Context: an optimization exercise on an open-source flow, tuned for small area. The choices shown serve that exercise and are no tape-out recipe.
Only simulation tests tie the RTL to the original design; equivalence was not proved.
The clock port is modelled as an ideal driver, which makes a skipped or thinned clock tree look cheaper than it is; a real chip needs a root buffer or a tree.
Power figures rest on the tool's default switching activity, not on a simulated workload.

==> flow/design.v <==
`timescale 1ns / 1ps
module stopWatch(
seg, an,
sel, adj, rst, pause, clk
    );
    input sel;
    input adj;
    input rst;
    input pause;
    input clk;
    output [6:0] seg;
    output [3:0] an;
    reg [1:0] a;    
    reg [2:0] b;    
    reg [1:0] p;
    reg [4:0] g;
    reg [1:0] H;
    reg       blank;
    reg       pend;
    reg [3:0] so;
    reg [2:0] st;
    reg [3:0] mo;
    reg [2:0] mt;
    wire b4     = b[2] & ~b[1];
    wire scan   = a[1] & ~a[0] & b4;       
    wire tick_r = ~a[1] & a[0] & b4;       
    wire p3     = p[1] & p[0];
    wire g24    = g[4] & g[3];             
    wire ns     = g24 & g[0];              
    wire q99    = g24 & p3;                
    wire qT     = q99 & ~(H[1] & H[0]);
    wire q199   = ~H[1] & H[0];
    wire ev     = tick_r & qT & ~pause & (adj ? ~q199 : q199);
    wire sec_f  = ~adj | sel;
    wire so9    = so[3] & so[0];
    wire st5    = st[2] & st[0];
    wire mo9    = mo[3] & mo[0];
    wire e_so   = scan & pend;
    wire e_st   = ev & so9 & sec_f;
    wire e_mo   = ev & (adj ? ~sel : (so9 & st5));
    wire e_mt   = e_mo & mo9;
    wire [1:0] npos = {p[1] ^ p[0], ~p[0]};
    wire g_ge13 = g[4] | (g[3] & g[2] & (g[1] | g[0]));
    wire g12    = ~g[4] & g[3] & g[2] & ~g[1] & ~g[0];
    wire blink  = (g_ge13 | (g12 & (p[1] | p[0]))) & ~q99;
    always @(posedge clk) begin
        if (rst) begin
            a <= 2'b11;
            b <= 3'b000;
            p <= 2'd3;
            g <= 5'd31;
            H <= 2'd3;
            blank <= 1'b1;
            pend <= 1'b0;
            so <= 4'd0;
            st <= 3'd0;
            mo <= 4'd0;
            mt <= 3'd0;
        end else begin
            a <= {a[0], ~a[1]};
            b <= {b[1:0], ~b[2] & ~b[1]};
            if (scan) begin
                p <= npos;
                if (p3) begin
                    g[0] <= ~g24 & ~g[0];
                    g[1] <= ~g24 & (g[1] ^ g[0]);
                    g[2] <= ~g24 & (g[2] ^ (g[1] & g[0]));
                    g[3] <= ~g24 & (g[3] ^ (g[2] & g[1] & g[0]));
                    g[4] <= ~g24 & (g[4] | (g[3] & g[2] & g[1] & g[0]));
                    if (g24)
                        H <= {H[1] ^ H[0], ~H[0]};
                end
                blank <= adj & (sel == npos[1]) & ~blink;
            end
            if (tick_r)
                pend <= ev & sec_f;
            so[0] <= so[0] ^ e_so;
            so[1] <= so[1] ^ (e_so & so[0] & ~so[3]);
            so[2] <= so[2] ^ (e_so & so[0] & so[1]);
            so[3] <= (so[3] & ~(e_so & so[0])) | (e_so & so[0] & so[1] & so[2]);
            st[0] <= st[0] ^ e_st;
            st[1] <= st[1] ^ (e_st & st[0] & ~st[2]);
            st[2] <= st[2] ^ (e_st & st[0] & (st[1] | st[2]));
            mo[0] <= mo[0] ^ e_mo;
            mo[1] <= mo[1] ^ (e_mo & mo[0] & ~mo[3]);
            mo[2] <= mo[2] ^ (e_mo & mo[0] & mo[1]);
            mo[3] <= (mo[3] & ~(e_mo & mo[0])) | (e_mo & mo[0] & mo[1] & mo[2]);
            mt[0] <= mt[0] ^ e_mt;
            mt[1] <= mt[1] ^ (e_mt & mt[0] & ~mt[2]);
            mt[2] <= mt[2] ^ (e_mt & mt[0] & (mt[1] | mt[2]));
        end
    end
    wire s0 = ~p[1] & ~p[0];
    wire s1 = ~p[1] &  p[0];
    wire s2 =  p[1] & ~p[0];
    wire s3 =  p[1] &  p[0];
    wire d0 = (s0 & mt[0]) | (s1 & mo[0]) | (s2 & st[0]) | (s3 & so[0]);
    wire d1 = (s0 & mt[1]) | (s1 & mo[1]) | (s2 & st[1]) | (s3 & so[1]);
    wire d2 = (s0 & mt[2]) | (s1 & mo[2]) | (s2 & st[2]) | (s3 & so[2]);
    wire d3 = (s1 & mo[3]) | (s3 & so[3]);
    wire t1 = ~d3 & ~d2 & ~d1 & d0;        
    wire t4 = d2 & ~d1 & ~d0;              
    wire t7 = d2 & d1 & d0;                
    wire a_off = t1 | t4;                  
    wire b_off = d2 & (d1 ^ d0);           
    wire c_off = ~d2 & d1 & ~d0;           
    wire d_off = t1 | t4 | t7;             
    wire e_off = d0 | (d2 & ~d1);          
    wire f_off = (~d3 & ~d2 & (d1 | d0)) | (d1 & d0);   
    wire g_off = (~d3 & ~d2 & ~d1) | t7;   
    assign seg = {7{blank}} | {g_off, f_off, e_off, d_off, c_off, b_off, a_off};
    assign an = ~({s0, s1, s2, s3} & {4{~ns}});
endmodule
==> flow/flow/run.sh <==
#!/bin/bash
# Layout flow: the standard ORFS flow (standard.sh) with area-oriented choices.
#  - Synthesis is the standard flow's synthesis script unchanged except for the ABC step: the
#    combinational logic is mapped with an area-oriented ABC script, and Yosys's
#    adder extraction (ADDER_MAP_FILE) is off. The registers come out of the
#    steps before ABC, so they are the standard synthesis's registers. Several
#    ABC scripts (flow/abc*.abc) are tried; the one giving the least cell area
#    is used for the layout.
#  - Port buffers use the smallest buffer (buf_1).
#  - CTS uses small clock buffers and no dummy loads.
# Each tool's output goes to a log file in this folder.
set -euo pipefail
W=$PWD

make_scripts() {  # $1 = tag, $2 = abc script, $3 = work home
  sed "s#log_cmd abc {\*}\$abc_args#log_cmd abc -script $2 {*}[lrange \$abc_args 2 end]#" \
      $FLOW_HOME/scripts/synth.tcl > $W/synth_$1.tcl
  grep -q "$2" $W/synth_$1.tcl
  sed "s#\$::env(SCRIPTS_DIR)/synth.tcl#$W/synth_$1.tcl#" $W/synth_recipe.tcl > $W/synth_recipe_$1.tcl
  grep -q "synth_$1.tcl" $W/synth_recipe_$1.tcl
  sed -e "s#SYNTH_SCRIPT=[^ ]*#SYNTH_SCRIPT=$W/synth_recipe_$1.tcl#" \
      -e "s#WORK_HOME=[^ ]*#WORK_HOME=$3#" $W/standard.sh > $W/standard_$1.sh
  grep -q "synth_recipe_$1.tcl" $W/standard_$1.sh
}

# 1. try the ABC scripts
tags=()
for f in $W/flow/abc*.abc; do
  t=$(basename $f .abc)
  tags+=($t)
  make_scripts $t $f $W/try_$t
  (bash $W/standard_$t.sh ADDER_MAP_FILE= synth > $W/synth_try_$t.log 2>&1 || true) &
done
wait
best=""; best_area=""
for t in "${tags[@]}"; do
  stat=$W/try_$t/reports/$FLOW_PLATFORM/stopWatch/base/synth_stat.txt
  net=$W/try_$t/results/$FLOW_PLATFORM/stopWatch/base/1_2_yosys.v
  [[ -f $stat && -f $net ]] || continue
  a=$(awk '/Chip area/ {print $NF}' $stat | tail -1)
  # every register must carry its RTL name (as the standard synthesis names it)
  anon=$(grep -o 'sky130_fd_sc_hd__df[a-z]*_[0-9]* [^ ]*' $net | grep -vc '\$_' || true)
  echo "abc script $t: area $a, unnamed registers $anon" | tee -a $W/choice.log
  [[ "$anon" == "0" ]] || continue
  if [[ -z "$best" ]] || awk "BEGIN{exit !($a < $best_area)}"; then best=$t; best_area=$a; fi
done
[[ -n "$best" ]]
echo "chosen: $best ($best_area)" | tee -a $W/choice.log

# 2. the layout, with the chosen script
make_scripts main $W/flow/$best.abc $W/orfs
bash $W/standard_main.sh ADDER_MAP_FILE= \
    "BUFFER_PORTS_ARGS=-buffer_cell sky130_fd_sc_hd__buf_1" \
    "CTS_ARGS=-sink_clustering_enable -repair_clock_nets -dont_use_dummy_load -buf_list sky130_fd_sc_hd__clkbuf_4 -root_buf sky130_fd_sc_hd__clkbuf_4" \
    finish > $W/flow_make.log 2>&1
rm -rf $W/try_*
==> flow/flow/abc1.abc <==
strash; dc2; amap
==> flow/flow/abc2.abc <==
strash; dc2; dch -f; amap -m
==> flow/flow/abc3.abc <==
strash; dc2; dch; amap
==> flow/flow/abc4.abc <==
strash; dch -f; amap
==> flow/flow/abc5.abc <==
strash; dch -f; amap; strash; dch -f; amap
==> flow/flow/abc6.abc <==
strash; &get -n; &st; &dch -f; &nf -a; &put; strash; dch -f; amap
==> flow/standard.sh <==
#!/bin/bash
# synth_recipe.tcl (not shown) runs the flow's synth.tcl, then flattens the netlist and writes it again
# the make line also repeats each setting of config.mk as NAME=value (left out here)
make -C /OpenROAD-flow-scripts/flow DESIGN_CONFIG=/design/flow/config.mk WORK_HOME=/design/flow/orfs CLKGATE_MAP_FILE= SYNTH_SCRIPT=/design/flow/synth_recipe.tcl "${@:-finish}"
==> flow/config.mk <==
export PLATFORM = sky130hd
export DESIGN_NAME = stopWatch
export DESIGN_NICKNAME = stopWatch
export VERILOG_FILES = /design/flow/design.v
export SDC_FILE = /design/flow/constraint.sdc
export NUM_CORES = 4
export LEC_CHECK = 0
export CAP_MARGIN = 20
export CORE_MARGIN = 2
export CORE_UTILIZATION = 70
export SLEW_MARGIN = 20
==> flow/constraint.sdc <==
create_clock -name core_clock -period 10.0 [get_ports {clk}]
set_input_delay 2.0000 -clock core_clock [delete_from_list [all_inputs] [get_ports {clk}]]
set_output_delay 2.0000 -clock core_clock [all_outputs]
set_load 0.01 [all_outputs]
==> results of run 1 <==
[logic make-up after synthesis]
kind of cell	after synthesis	synth area share
simple gates	65	0.216
buf+inv	18	0.0516
compound gates	59	0.274
flops	30	0.458
[path summary, 6_finish.rpt]
kind | end | slack, ps | cells past startpoint
worst min-delay path | a[0] | 390 | 1
worst min register to register | a[0] | 390 | 1
worst max-delay path | seg[3] | 5760 | 8
worst max register to register | H[1] | 7510 | 9
[cell usage in the layout, fill, tap and decap left out, drive strengths merged]
cell type | Yosys | final
o21ai | 27 | 27
nand2 | 24 | 24
o2111ai | 1 | 1
nor2b | 3 | 3
a22oi | 4 | 4
or2 | 3 | 3
o31ai | 1 | 1
nor4 | 2 | 2
clkinv | 18 | 18
o21a | 2 | 2
dfxtp | 30 | 30
buf | 0 | 15
nor2 | 25 | 25
and3 | 3 | 3
clkbuf | 0 | 5
o311a | 1 | 1
a21oi | 13 | 13
nor4bb | 1 | 1
a221o | 2 | 2
o211ai | 5 | 5
nor3 | 1 | 1
nand3 | 3 | 3
a222oi | 3 | 3
[flip-flops by register name, indices dropped and copies added, names as in the netlist]
register / flops
H: 2
a: 2
b: 3
blank: 1
g: 5
mo: 4
mt: 3
p: 2
pend: 1
so: 4
st: 3
[cells in the mapped netlist, drive strengths merged, types with 3 or more instances]
cell type,n,area share
nand2,24,0.069
o211ai,5,0.029
or2,3,0.014
nor2b,3,0.014
a222oi,3,0.023
nor2,25,0.072
nand3,3,0.011
a21oi,13,0.050
a22oi,4,0.023
clkinv,18,0.052
o21ai,27,0.10
and3,3,0.014
dfxtp,30,0.46
[worst reg2reg max path: cells and delay by family (launching register included)]
kind / cells / cell delay [ps]
and+or+nand+nor: 6 / 1670
DFF: 1 / 340
AOI/OAI and AO/OA: 1 / 70
buffers and inverters: 2 / 290
[cell type report]
class	count	area, um2
multi-input combinational	124	642
sequential	30	601
fill	119	310
inverter	18	67.6
timing repair buffer	15	56.3
clock buffer	5	37.5
tap	25	31.3
[through the flow]
step | setup WS (ps) | area (um2) | power [uW]
floorplan | 6280 | 1310 | 133
global placement | 6250 | 1400 | 136
detailed placement | 6110 | 1400 | 137
CTS | 5770 | 1440 | 195
global route | 5550 | 1440 | 201
finish | 5760 | 1440 | 194
[routing by layer]
layer  up-vias  share of wire
met4         0          0.014
met3         5          0.074
met5         -              0
li1        648              -
met2        59           0.48
met1       562           0.43
[where the power goes]
| part | internal [uW] | leakage (uW) | switching, uW |
|---|---|---|---|
| combinational | 3.39 | 0.000270 | 7.50 |
| sequential | 122 | 0.000244 | 1.62 |
| clock | 23.4 | 0.0000230 | 36.3 |
==> results.sh, run 1 <==
export IMPL_cts_setup_buffers=0
export IMPL_synth_cell_type_count=21
export IMPL_post_cts_resized=0
export IMPL_critPathLaunch="p[0]"
export IMPL_die_x_um=47.3
export IMPL_viasPerCell=5.87
export IMPL_antenna_found_initial=0
export IMPL_maxCapViolCount=0
export IMPL_cts_root_buf="clkbuf_4"
export IMPL_grt_pass1_wl_um=4550
export IMPL_synth_seq_cells=30
export IMPL_synth_cell_area_mm2=0.00131
export IMPL_drive_above_1_share=0.0260
export IMPL_drc=0
export IMPL_path_cells="nor2_1, a222oi_1, nand2_1, a221o_1, o21ai_0, o21a_1, or2_0, buf_1"
export IMPL_synth_edff_count=0
export IMPL_cts_sinks=30
export IMPL_max_vdd_ir_drop_mv=0.113
export IMPL_holdBufCountCts=0
export IMPL_yosysWarnings=1
export IMPL_finalHoldViolCount=0
export IMPL_slew_headroom=0.409
export IMPL_stdcell_count=217
export IMPL_drt_iter0_markers=63
export IMPL_cp_start_kind="register"
export IMPL_crit_slowest_cell="dfxtp_1"
export IMPL_fin_nets=199
export IMPL_hold_ws_ps=389
export IMPL_async_flop_share=0
export IMPL_synthFlopType="dfxtp_1"
export IMPL_area_delta_synth_final_pct=9.55
export IMPL_cp_required_ps=8000
export IMPL_fmax_ghz=0.236
export IMPL_power_static_leakage_uw=0.000537
export IMPL_cts_tree="done"
export IMPL_min_from="a[1]"
export IMPL_gr_total_overflow=0
export IMPL_postSynthAreaPerCell_um2=7.62
export IMPL_portBuffers=15
export IMPL_rsz0062_at_grt="no"
export IMPL_min_period_ps=4240
export IMPL_cpLargestDelayFamily="compound AO/OA/AOI/OAI gates"
export IMPL_dp_hpwl_um=2100
export IMPL_finalWeightedCongestion=0.890
export IMPL_synthCells=172
export IMPL_r2r_start="b[2]"
export IMPL_grtUsageTotal=0.302
export IMPL_cts_made_buffers=5
export IMPL_met2_usage=0.522
export IMPL_die_area_mm2=0.00223
export IMPL_cts_clk_slew_worst_paths_ps=80
export IMPL_core_mm2=0.00175
export IMPL_worst_setup_path_end_kind="output port"
export IMPL_crit_fanout=5
export IMPL_ctsLongestPathBuffers=2
export IMPL_worst_pin_slew_ps=879
export IMPL_status="no timing/DRC/antenna violations"
export IMPL_cts_max_level=2
export IMPL_final_antenna_net_count=0
export IMPL_setup_tns_ps=0
export IMPL_routedWlPerCell_um=12.9
export IMPL_use_met1=0.347
export IMPL_initial_core_util=0.751
export IMPL_fp_dieH_um=47.3
export IMPL_clk_latency_ps=320
export IMPL_io_pins=16
export IMPL_max_stage_delay_ps=410
export IMPL_met3_usage=0.0923
export IMPL_dp_cells=212
export IMPL_slew_viol_final=0
export IMPL_vias=1274
export IMPL_num_antenna_cells=0
export IMPL_drt_wl_total_um=2810
export IMPL_hp_class="register to register"
export IMPL_busiest_layer="met2"
export IMPL_grt_max_degree=21
export IMPL_utilization=0.822
export IMPL_path_buf_inv=1
export IMPL_rows=15
export IMPL_seq_area_frac_synth=0.458
export IMPL_skew_ps=14.4
export IMPL_first_pass_iters=7
export IMPL_setup_violations=0
export IMPL_critPathArrivalTime_ps=2240
export IMPL_period_share=0.424
export IMPL_grt_pass1_vias=1090
export IMPL_critPathKind="register to output port"
export IMPL_synth_nets=177
export IMPL_p_per_area_mw_per_mm2=135
==> inputs of run 2 (changes only) <==
--- a/flow/config.mk
+++ b/flow/config.mk
@@ -9,3 +9,3 @@
 export CORE_MARGIN = 2
-export CORE_UTILIZATION = 70
+export CORE_UTILIZATION = 40
 export SLEW_MARGIN = 20
==> run 2 against run 1 <==
  * Combinational power about the same
  * First-iteration DRC count increased by 14%
  * Cell area increased by 1.7%
  * Worst hold slack got worse by 5.7 ps
  * Critical endpoint unchanged
==> results.sh, run 2 <==
export IMPL_status="no timing/DRC/antenna violations"
export IMPL_fp_dieH_um=61.2
export IMPL_worst_pin_slew_ps=755
export IMPL_fillers=328
export IMPL_max_vdd_ir_drop_mv=0.0706
export IMPL_io_pins=16
export IMPL_finalWeightedCongestion=0.810
export IMPL_routedWlPerCell_um=11.8
export IMPL_period_share=0.421
export IMPL_cts_root_buf="clkbuf_4"
export IMPL_async_flop_share=0
export IMPL_area_delta_synth_final_pct=11.4
export IMPL_dp_cells=231
export IMPL_holdBufCountCts=0
export IMPL_synthTopCellsByArea="dfxtp_1, o21ai_0, nor2_1"
export IMPL_path_buf_inv=1
export IMPL_intPower_uw=148
export IMPL_crit_slowest_cell="dfxtp_1"
export IMPL_stdcell_count=236
export IMPL_gr_total_overflow=0
export IMPL_synth_simple_area_share=0.216
export IMPL_rsz0062_at_grt="no"
export IMPL_viasPerCell=5.27
export IMPL_synthXorXnorAreaFrac=0
export IMPL_vias=1244
export IMPL_cts_made_buffers=5
export IMPL_slew_viol_final=0
export IMPL_drive_above_1_share=0.0260
export IMPL_post_cts_resized=0
export IMPL_cp_depth=8
export IMPL_swShare=0.230
export IMPL_fin_nets=199
export IMPL_rows=20
export IMPL_synthFlopType="dfxtp_1"
export IMPL_die_area_mm2=0.00375
export IMPL_critPathArrivalTime_ps=2210
export IMPL_clk_latency_ps=320
export IMPL_grtUsageTotal=0.180
export IMPL_p_per_area_mw_per_mm2=132
export IMPL_first_pass_iters=4
export IMPL_cts_clk_slew_worst_paths_ps=90
export IMPL_crit_fanout=5
export IMPL_ctsLongestPathBuffers=2
export IMPL_cts_tree="done"
export IMPL_worstHoldPathCells=1
export IMPL_fin_area_mm2=0.00146
export IMPL_muxShareOfSynthArea=0
export IMPL_die_x_um=61.2
export IMPL_utilization=0.474
export IMPL_cts_sinks=30
export IMPL_finalHoldViolCount=0
export IMPL_synth_cell_area_mm2=0.00131
export IMPL_power_switching_uw=44.3
export IMPL_synth_cell_type_count=21
export IMPL_p_seq_frac=0.640
export IMPL_reg2reg_depth=10
export IMPL_postSynthAreaPerCell_um2=7.62
export IMPL_synthCells=172
export IMPL_dp_hpwl_um=2110
export IMPL_power_static_leakage_uw=0.000537
export IMPL_seq_area_frac_synth=0.458
export IMPL_fmax_ghz=0.237
export IMPL_critPathKind="register to output port"
export IMPL_cts_max_level=2
export IMPL_synth_common_cells="dfxtp_1, o21ai_0, nor2_1, nand2_1, clkinv_1"
export IMPL_core_mm2=0.00308
export IMPL_netlist_area_leader_share=0.458
export IMPL_worst_setup_path_end_kind="output port"
export IMPL_min_period_ps=4210
export IMPL_synth_top_family_by_area="compound AO/OA/AOI/OAI gates"
export IMPL_combPwrFrac=0.055
export IMPL_drt_wl_total_um=2790
export IMPL_max_stage_delay_ps=400
export IMPL_initial_core_util=0.426
export IMPL_synth_top_cell_by_area="dfxtp_1"
export IMPL_synth_edff_count=0
export IMPL_drt_iter0_markers=72
export IMPL_skew_ps=13.8
export IMPL_yosysMostFrequentCell="dfxtp_1"
export IMPL_cp_start_kind="register"
export IMPL_maxCapViolCount=0
export IMPL_antenna_found_initial=0
export IMPL_worst_slack_ps=5790
export IMPL_cpLargestDelayFamily="compound AO/OA/AOI/OAI gates"
export IMPL_synth_compound_area_frac=0.274
export IMPL_setup_tns_ps=0
export IMPL_regMostFlops="g"
export IMPL_synth_fa_ha_area_frac=0
export IMPL_final_antenna_net_count=0
export IMPL_layout_cells_most_common="dfxtp_1"
export IMPL_reg_top3="g: 5 flops, mo: 4 flops, so: 4 flops"
export IMPL_cts_setup_buffers=0
export IMPL_slew_headroom=0.492
export IMPL_grt_pass1_vias=1121
export IMPL_drc=0
export IMPL_cp_required_ps=8000
export IMPL_synth_seq_cells=30
export IMPL_num_antenna_cells=0
export IMPL_grt_pass1_wl_um=4860
export IMPL_largest_reg_flops=5
export IMPL_path_cells="nor2_1, a222oi_1, nand2_1, a221o_1, o21ai_0, o21a_1, or2_0, buf_1"
export IMPL_setup_violations=0
export IMPL_hp_class="register to register"
export IMPL_grt_max_degree=21
export IMPL_synth_nets=177
export IMPL_final_cell_mix="dfxtp_1, o21ai_0, nor2_1"
export IMPL_clkPwrFrac=0.305
export IMPL_pre_cts_slack_ps=6150
export IMPL_portBuffers=15
export IMPL_placed_area_mm2=0.00142
export IMPL_yosysWarnings=1
==> run 2: cell counts after synthesis <==
Identical to the previous run, type by type.
==> run 2: final cells by class <==
| class | count | area, um2 | area share |
|---|---|---|---|
| Clock buffer | 5 | 37.5 | 0.0257 |
| Inverter | 18 | 67.6 | 0.0463 |
| Multi-Input combinational cell | 124 | 642 | 0.440 |
| Sequential cell | 30 | 601 | 0.412 |
| Tap cell | 44 | 55.1 | 0.0377 |
| Timing Repair Buffer | 15 | 56.3 | 0.0386 |
==> run 2: cell families (layout without fill, tap and decap cells) <==
kind of cell           after synthesis  after routing
AOI/OAI and AO/OA                   59             59
buffers and inverters               18             38
and+or+nand+nor                     65             65
DFF                                 30             30
==> run 2: stage by stage <==
step	hold WS, ps	power, uW
after global routing	421	203
after CTS	390	196
final	384	193
after global placement	370	137
after detailed placement	372	137
after floorplan	362	133
==> run 2: power by group through the flow <==
stage	Sequential (uW)	Clock, uW	Combinational (uW)
after floorplan	126	0	6.84
final	123	58.9	10.6
after global placement	126	0	10.5
after global routing	124	66.5	12.4
after detailed placement	126	0	10.7
after CTS	123	62.0	10.7
==> run 2: per-layer routing <==
metal | part of all wire | vias up | track usage
li1 | - | 654 | -
met1 | 0.47 | 543 | 0.237
met2 | 0.43 | 41 | 0.267
met3 | 0.092 | 6 | 0.0567
met4 | 0.014 | 0 | 0.0870
met5 | 0 | - | 0
==> run 2: final timing paths <==
| kind | start | end | slack (ps) |
|---|---|---|---|
| worst max-delay path | p[0] | seg[3] | 5790 |
| worst min-delay path | a[1] | a[0] | 380 |
| worst max register to register | p[1] | mt[1] | 7580 |
| worst min register to register | a[1] | a[0] | 380 |
==> inputs of run 3 (changes only) <==
--- a/flow/design.v
+++ b/flow/design.v
@@ -18,3 +18,2 @@
     reg       blank;
-    reg       pend;
     reg [3:0] so;
@@ -28,3 +27,4 @@
     wire g24    = g[4] & g[3];             
-    wire ns     = g24 & g[0];              
+    wire ns     = g24 & g[1];              
+    wire pend   = g24 & ~g[1] & g[0];      
     wire q99    = g24 & p3;                
@@ -53,3 +53,2 @@
             blank <= 1'b1;
-            pend <= 1'b0;
             so <= 4'd0;
@@ -74,4 +73,4 @@
             end
-            if (tick_r)
-                pend <= ev & sec_f;
+            if (ev & sec_f)
+                g[0] <= 1'b1;
             so[0] <= so[0] ^ e_so;
==> flow/flow/abc2.abc (replaced) <==
strash; rewrite; dc2; amap
==> flow/flow/abc3.abc (replaced) <==
strash; dc2; dc2; amap
==> flow/flow/abc4.abc (replaced) <==
strash; dc2; amap; strash; dc2; amap
==> flow/flow/abc5.abc (replaced) <==
strash; dc2; dch -f; amap; strash; dc2; amap
==> flow/flow/abc6.abc (replaced) <==
strash; dc2; rewrite -z; refactor -z; dc2; amap
==> flow/flow/abc7.abc (new file) <==
strash; dc2; amap -A 2
==> flow/flow/abc8.abc (new file) <==
strash; dch -f; amap; strash; dch -f; amap
==> run 3 against run 2 <==
  * Largest cell class unchanged
  * Via count is 3.7% lower
  * Critical path type unchanged
  * Sequential share of layout area is 0.32 points lower
  * Synthesized cell count is 3.5% lower
==> results.sh, run 3 <==
export IMPL_grt_max_degree=21
export IMPL_cp_required_ps=8000
export IMPL_reg2reg_depth=12
export IMPL_rows=20
export IMPL_core_mm2=0.00303
export IMPL_setup_tns_ps=0
export IMPL_fp_dieH_um=60.4
export IMPL_slew_viol_final=0
export IMPL_path_buf_inv=1
export IMPL_drt_wl_total_um=2900
export IMPL_finalHoldViolCount=0
export IMPL_synthFlopType="dfxtp_1"
export IMPL_holdBufCountCts=0
export IMPL_worst_setup_path_end_kind="output port"
export IMPL_final_antenna_net_count=0
export IMPL_critPathKind="register to output port"
export IMPL_cp_depth=8
export IMPL_final_cell_mix="dfxtp_1, o21ai_0, nor2_1"
export IMPL_ctsLongestPathBuffers=2
export IMPL_io_pins=16
export IMPL_portBuffers=15
export IMPL_area_delta_synth_final_pct=11.7
export IMPL_drive_above_1_share=0.0269
export IMPL_fmax_ghz=0.217
export IMPL_fin_nets=193
export IMPL_synth_seq_cells=29
export IMPL_synth_cell_area_mm2=0.00127
export IMPL_cts_made_buffers=5
export IMPL_cts_setup_buffers=0
export IMPL_synthCells=166
export IMPL_slew_headroom=0.643
export IMPL_vias=1198
export IMPL_netlist_area_leader_share=0.456
export IMPL_clk_latency_ps=340
export IMPL_num_antenna_cells=0
export IMPL_synthTopCellsByArea="dfxtp_1, o21ai_0, nor2_1"
export IMPL_dp_hpwl_um=2240
export IMPL_antenna_found_initial=0
export IMPL_die_area_mm2=0.00365
export IMPL_grt_pass1_wl_um=5130
export IMPL_cp_start_kind="register"
export IMPL_largest_reg_flops=5
export IMPL_post_cts_resized=0
export IMPL_dp_cells=225
export IMPL_max_vdd_ir_drop_mv=0.0780
export IMPL_path_cells="nor2_1, a222oi_1, a21boi_0, o221ai_1, o21ai_0, o21a_1, or2_0, buf_1"
export IMPL_drc=0
export IMPL_rsz0062_at_grt="no"
export IMPL_crit_fanout=5
export IMPL_reg_top3="g: 5 flops, mo: 4 flops, so: 4 flops"
export IMPL_max_stage_delay_ps=500
export IMPL_yosysWarnings=1
export IMPL_crit_slowest_cell="a21boi_0"
export IMPL_cpLargestDelayFamily="compound AO/OA/AOI/OAI gates"
export IMPL_cts_tree="done"
export IMPL_power_static_leakage_uw=0.000482
export IMPL_maxCapViolCount=0
export IMPL_postSynthAreaPerCell_um2=7.67
export IMPL_regMostFlops="g"
export IMPL_p_per_area_mw_per_mm2=133
export IMPL_cts_root_buf="clkbuf_4"
export IMPL_async_flop_share=0
export IMPL_skew_ps=29.1
export IMPL_hp_class="register to register"
export IMPL_synth_edff_count=0
export IMPL_worst_pin_slew_ps=530
export IMPL_cts_clk_slew_worst_paths_ps=100
export IMPL_grt_pass1_vias=1167
export IMPL_gr_total_overflow=0
export IMPL_cts_max_level=2
export IMPL_first_pass_iters=4
export IMPL_synth_top_cell_by_area="dfxtp_1"
export IMPL_critPathArrivalTime_ps=2600
export IMPL_drt_iter0_markers=37
export IMPL_finalWeightedCongestion=0.900
export IMPL_cts_sinks=29
export IMPL_synth_nets=171
export IMPL_grtUsageTotal=0.192
export IMPL_min_period_ps=4600
export IMPL_worstHoldPathCells=1
export IMPL_synth_common_cells="dfxtp_1, o21ai_0, nor2_1, clkinv_1, nand2_1"
export IMPL_stdcell_count=230
export IMPL_status="no timing/DRC/antenna violations"
export IMPL_die_x_um=60.4
export IMPL_viasPerCell=5.21
export IMPL_initial_core_util=0.420
export IMPL_routedWlPerCell_um=12.6
export IMPL_setup_violations=0
export IMPL_seq_area_frac_synth=0.456
export IMPL_synth_cell_type_count=24
export IMPL_period_share=0.460
[run 3: final cells by class]
class / instances / area (um2)
clock buffer: 5 / 37.5
fill: 328 / 1610
inverter: 22 / 82.6
multi-input combinational: 115 / 609
sequential: 29 / 581
tap: 44 / 55.1
timing repair buffer: 15 / 56.3
[run 3: per-stage QoR]
| stage | hold WS (ps) | area, um2 | power, uW | utilization | setup WS, ps |
|---|---|---|---|---|---|
| floorplan | 362 | 1270 | 129 | - | 6070 |
| global placement | 369 | 1380 | 133 | 0.457 | 5940 |
| detailed placement | 373 | 1380 | 133 | 0.457 | 5780 |
| CTS | 397 | 1420 | 193 | 0.469 | 5370 |
| global route | 423 | 1420 | 199 | 0.469 | 5050 |
| finish | 392 | 1420 | 189 | 0.469 | 5400 |
[run 3: final timing paths]
kind,from,end,slack (ps)
worst max register to register,p[0],mt[1],7420
worst min-delay path,a[1],a[0],390
worst min register to register,a[1],a[0],390
worst max-delay path,p[0],seg[3],5400
[run 3: metal layers]
layer,part of all wire,vias to the layer above,GRT usage
li1,-,633,-
met1,0.46,538,0.225
met2,0.48,20,0.318
met3,0.038,7,0.0554
met4,0.028,0,0.105
met5,0,-,0
[run 3: cell families (layout without fill, tap and decap cells)]
kind of cell	after synthesis	after routing	share of synthesized area
flip-flops	29	29	0.456
buffers and inverters	22	42	0.0649
AND/OR/NAND/NOR	52	52	0.178
XOR/XNOR	1	1	0.00688
AO/OA/AOI/OAI	62	62	0.294
[run 3: report_power, final]
group          internal [uW]  total [uW]  switching, uW
registers                118         119           1.49
clock network           23.4        59.0           35.6
logic                   3.45        11.0           7.59
total                    145         189           44.7
==> inputs of run 4 (changes only) <==
--- a/flow/flow/run.sh
+++ b/flow/flow/run.sh
@@ -54,2 +54,3 @@
     "CTS_ARGS=-sink_clustering_enable -repair_clock_nets -dont_use_dummy_load -buf_list sky130_fd_sc_hd__clkbuf_4 -root_buf sky130_fd_sc_hd__clkbuf_4" \
+    "POST_CTS_TCL=$W/flow/one_clkbuf.tcl" \
     finish > $W/flow_make.log 2>&1
==> flow/flow/one_clkbuf.tcl (new file) <==
# Post-CTS: replace the clock tree (a root buffer driving leaf buffers) by
# its root buffer alone, sized up, driving every clock sink.
set db [ord::get_db]
set block [ord::get_db_block]
set big [$db findMaster sky130_fd_sc_hd__clkbuf_16]
set root [$block findInst clkbuf_0_clk]
if { $root != "NULL" && $big != "NULL" } {
  set rootout [[$root findITerm X] getNet]
  set leaves {}
  foreach it [$rootout getITerms] {
    set inst [$it getInst]
    if { $inst == $root } { continue }
    if { [string match "sky130_fd_sc_hd__clkbuf_*" [[$inst getMaster] getName]] } {
      lappend leaves $inst
    }
  }
  foreach leaf $leaves {
    set lnet [[$leaf findITerm X] getNet]
    set sinks {}
    foreach it [$lnet getITerms] {
      if { [$it getInst] != $leaf } { lappend sinks $it }
    }
    foreach it $sinks {
      $it disconnect
      $it connect $rootout
    }
    [$leaf findITerm A] disconnect
    [$leaf findITerm X] disconnect
    odb::dbInst_destroy $leaf
    odb::dbNet_destroy $lnet
  }
  $root swapMaster $big
  puts "one_clkbuf: removed [llength $leaves] leaf buffers, root is now clkbuf_16"
  detailed_placement
  check_placement -verbose
  estimate_parasitics -placement
}
==> run 4 against run 3 <==
  * Still clean on timing, DRC and antenna
  * Count of clock-buffer cells in the layout down 4
  * Sequential power about the same
  * Register-to-register slack about the same
  * Non-clock buffer count unchanged
  * Worst hold slack better by 10 ps
  * Global-route usage up 1.4 points
  * Final cell count down 1.7%
  * Wire length down 0.86%
==> results.sh, run 4 <==
export IMPL_final_antenna_net_count=0
export IMPL_worst_setup_path_end_kind="output port"
export IMPL_finalWeightedCongestion=0.900
export IMPL_seq_area_frac_synth=0.456
export IMPL_num_antenna_cells=0
export IMPL_drive_above_1_share=0.00549
export IMPL_clk_latency_ps=170
export IMPL_rows=20
export IMPL_final_cell_mix="dfxtp_1, o21ai_0, nor2_1"
export IMPL_skew_ps=13.2
export IMPL_worst_pin_slew_ps=534
export IMPL_drt_iter0_markers=69
export IMPL_finalHoldViolCount=0
export IMPL_max_stage_delay_ps=500
export IMPL_die_area_mm2=0.00365
export IMPL_critPathArrivalTime_ps=2440
export IMPL_die_x_um=60.4
export IMPL_p_per_area_mw_per_mm2=126
export IMPL_cts_clk_slew_worst_paths_ps=110
export IMPL_fin_nets=189
export IMPL_area_delta_synth_final_pct=10.7
export IMPL_fmax_ghz=0.225
export IMPL_yosysWarnings=1
export IMPL_reg_top3="g: 5 flops, mo: 4 flops, so: 4 flops"
export IMPL_path_cells="nor2_1, a222oi_1, a21boi_0, o221ai_1, o21ai_0, o21a_1, or2_0, buf_1"
export IMPL_slew_viol_final=0
export IMPL_crit_slowest_cell="a21boi_0"
export IMPL_grt_pass1_wl_um=4970
export IMPL_hp_class="register to register"
export IMPL_io_pins=16
export IMPL_synth_common_cells="dfxtp_1, o21ai_0, nor2_1, clkinv_1, nand2_1"
export IMPL_slew_headroom=0.641
export IMPL_viasPerCell=5.34
export IMPL_drc=0
export IMPL_async_flop_share=0
export IMPL_synth_edff_count=0
export IMPL_setup_violations=0
export IMPL_first_pass_iters=4
export IMPL_initial_core_util=0.420
export IMPL_period_share=0.444
export IMPL_fin_area_mm2=0.00141
export IMPL_max_vdd_ir_drop_mv=0.0572
export IMPL_synthCells=166
export IMPL_grt_pass1_vias=1134
export IMPL_postSynthAreaPerCell_um2=7.67
export IMPL_setup_tns_ps=0
export IMPL_synth_cell_area_mm2=0.00127
export IMPL_crit_fanout=5
export IMPL_maxCapViolCount=0
export IMPL_synth_cell_type_count=24
export IMPL_critPathKind="register to output port"
export IMPL_antenna_found_initial=0
export IMPL_placed_area_mm2=0.00138
export IMPL_regMostFlops="g"
export IMPL_gr_total_overflow=0
export IMPL_power_static_leakage_uw=0.000472
export IMPL_rsz0062_at_grt="no"
export IMPL_cp_required_ps=8000
export IMPL_grtUsageTotal=0.206
export IMPL_routedWlPerCell_um=12.7
export IMPL_synth_nets=171
export IMPL_dp_hpwl_um=2240
export IMPL_cp_start_kind="register"
export IMPL_min_period_ps=4440
export IMPL_synthTopCellsByArea="dfxtp_1, o21ai_0, nor2_1"
export IMPL_path_buf_inv=1
export IMPL_netlist_area_leader_share=0.456
export IMPL_drt_wl_total_um=2870
export IMPL_fp_dieH_um=60.4
export IMPL_hold_ws_ps=402
export IMPL_portBuffers=15
export IMPL_core_mm2=0.00303
export IMPL_grt_max_degree=30
export IMPL_cpLargestDelayFamily="compound AO/OA/AOI/OAI gates"
export IMPL_vias=1207
export IMPL_status="no timing/DRC/antenna violations"
export IMPL_cts_sinks=29
export IMPL_synth_top_cell_by_area="dfxtp_1"
export IMPL_synthFlopType="dfxtp_1"
export IMPL_synth_seq_cells=29
export IMPL_largest_reg_flops=5
[run 4: cell families after synthesis]
| family | synth area share |
|---|---|
| xor+xnor | 0.00688 |
| flops | 0.456 |
| simple gates | 0.178 |
| buf+inv | 0.0649 |
| compound gates | 0.294 |
[run 4: report_power, final]
group          total (uW)  switching (uW)  internal (uW)  leakage (uW)
Combinational        11.0            7.59           3.45      0.000224
Clock                47.2            28.7           18.6     0.0000123
Sequential            119            1.49            118      0.000236
Total                 178            37.8            140      0.000472
[run 4: area by class of cell]
class	instances	area, um2
fillers	330	1620
multi-input cells	115	609
flip-flops and latches	29	581
inverters	22	82.6
repair buffers	15	56.3
well taps	44	55.1
clock buffers	1	25.0
[run 4: routing by layer]
| metal | GRT usage | part of all wire | vias up |
|---|---|---|---|
| met5 | 0 | 0 | - |
| met4 | 0.0476 | 0.015 | 0 |
| met3 | 0.0277 | 0.048 | 4 |
| met2 | 0.366 | 0.49 | 35 |
| met1 | 0.266 | 0.45 | 544 |
| li1 | - | - | 624 |
[run 4: path summary, 6_finish.rpt]
check,startpoint,to,slack [ps],cells past startpoint
max reg2reg,p[0],mt[1],7420,12
min reg2reg,a[1],a[0],400,1
min,a[1],a[0],400,1
max,p[0],seg[3],5560,8
[run 4: through the flow]
step / instances / utilization / power [uW] / setup WS [ps]
floorplan: 166 / - / 129 / 6070
global placement: 225 / 0.457 / 133 / 5940
detailed placement: 225 / 0.457 / 133 / 5780
global route: 226 / 0.465 / 185 / 5230
finish: 226 / 0.465 / 178 / 5560

==> re-timing with driven ports <==
The flow's constraints put no driver on any port. The routed layouts listed below were extracted and timed again, unchanged, in two steps.
Step 1 (the two cells are an assumption about what drives the block):
set clk [get_ports {clk}]
set_driving_cell -lib_cell sky130_fd_sc_hd__clkbuf_16 $clk
set_driving_cell -lib_cell sky130_fd_sc_hd__buf_2 [delete_from_list [all_inputs] $clk]
Step 2 adds t to the input delays and takes it off the output delays; t is the mean of the earliest and latest rising clock arrival at the registers after step 1. Input paths then give back, and output paths get back, about the clock's delay inside the block.
Slacks: ideal ports / drivers / drivers and shift; pairs: ideal ports / drivers.
| run | t (ns) | setup slack, ns | worst register clock-pin slew, ns |
|---|---|---|---|
| run 1 | 0.337 | 5.762 / 5.742 / 6.079 | 0.09 / 0.09 |
| run 2 | 0.336 | 5.785 / 5.763 / 6.099 | 0.09 / 0.09 |
| run 3 | 0.345 | 5.400 / 5.378 / 5.723 | 0.10 / 0.10 |
| run 4 | 0.194 | 5.558 / 5.529 / 5.722 | 0.11 / 0.11 |
After both steps every run listed still meets setup and hold.
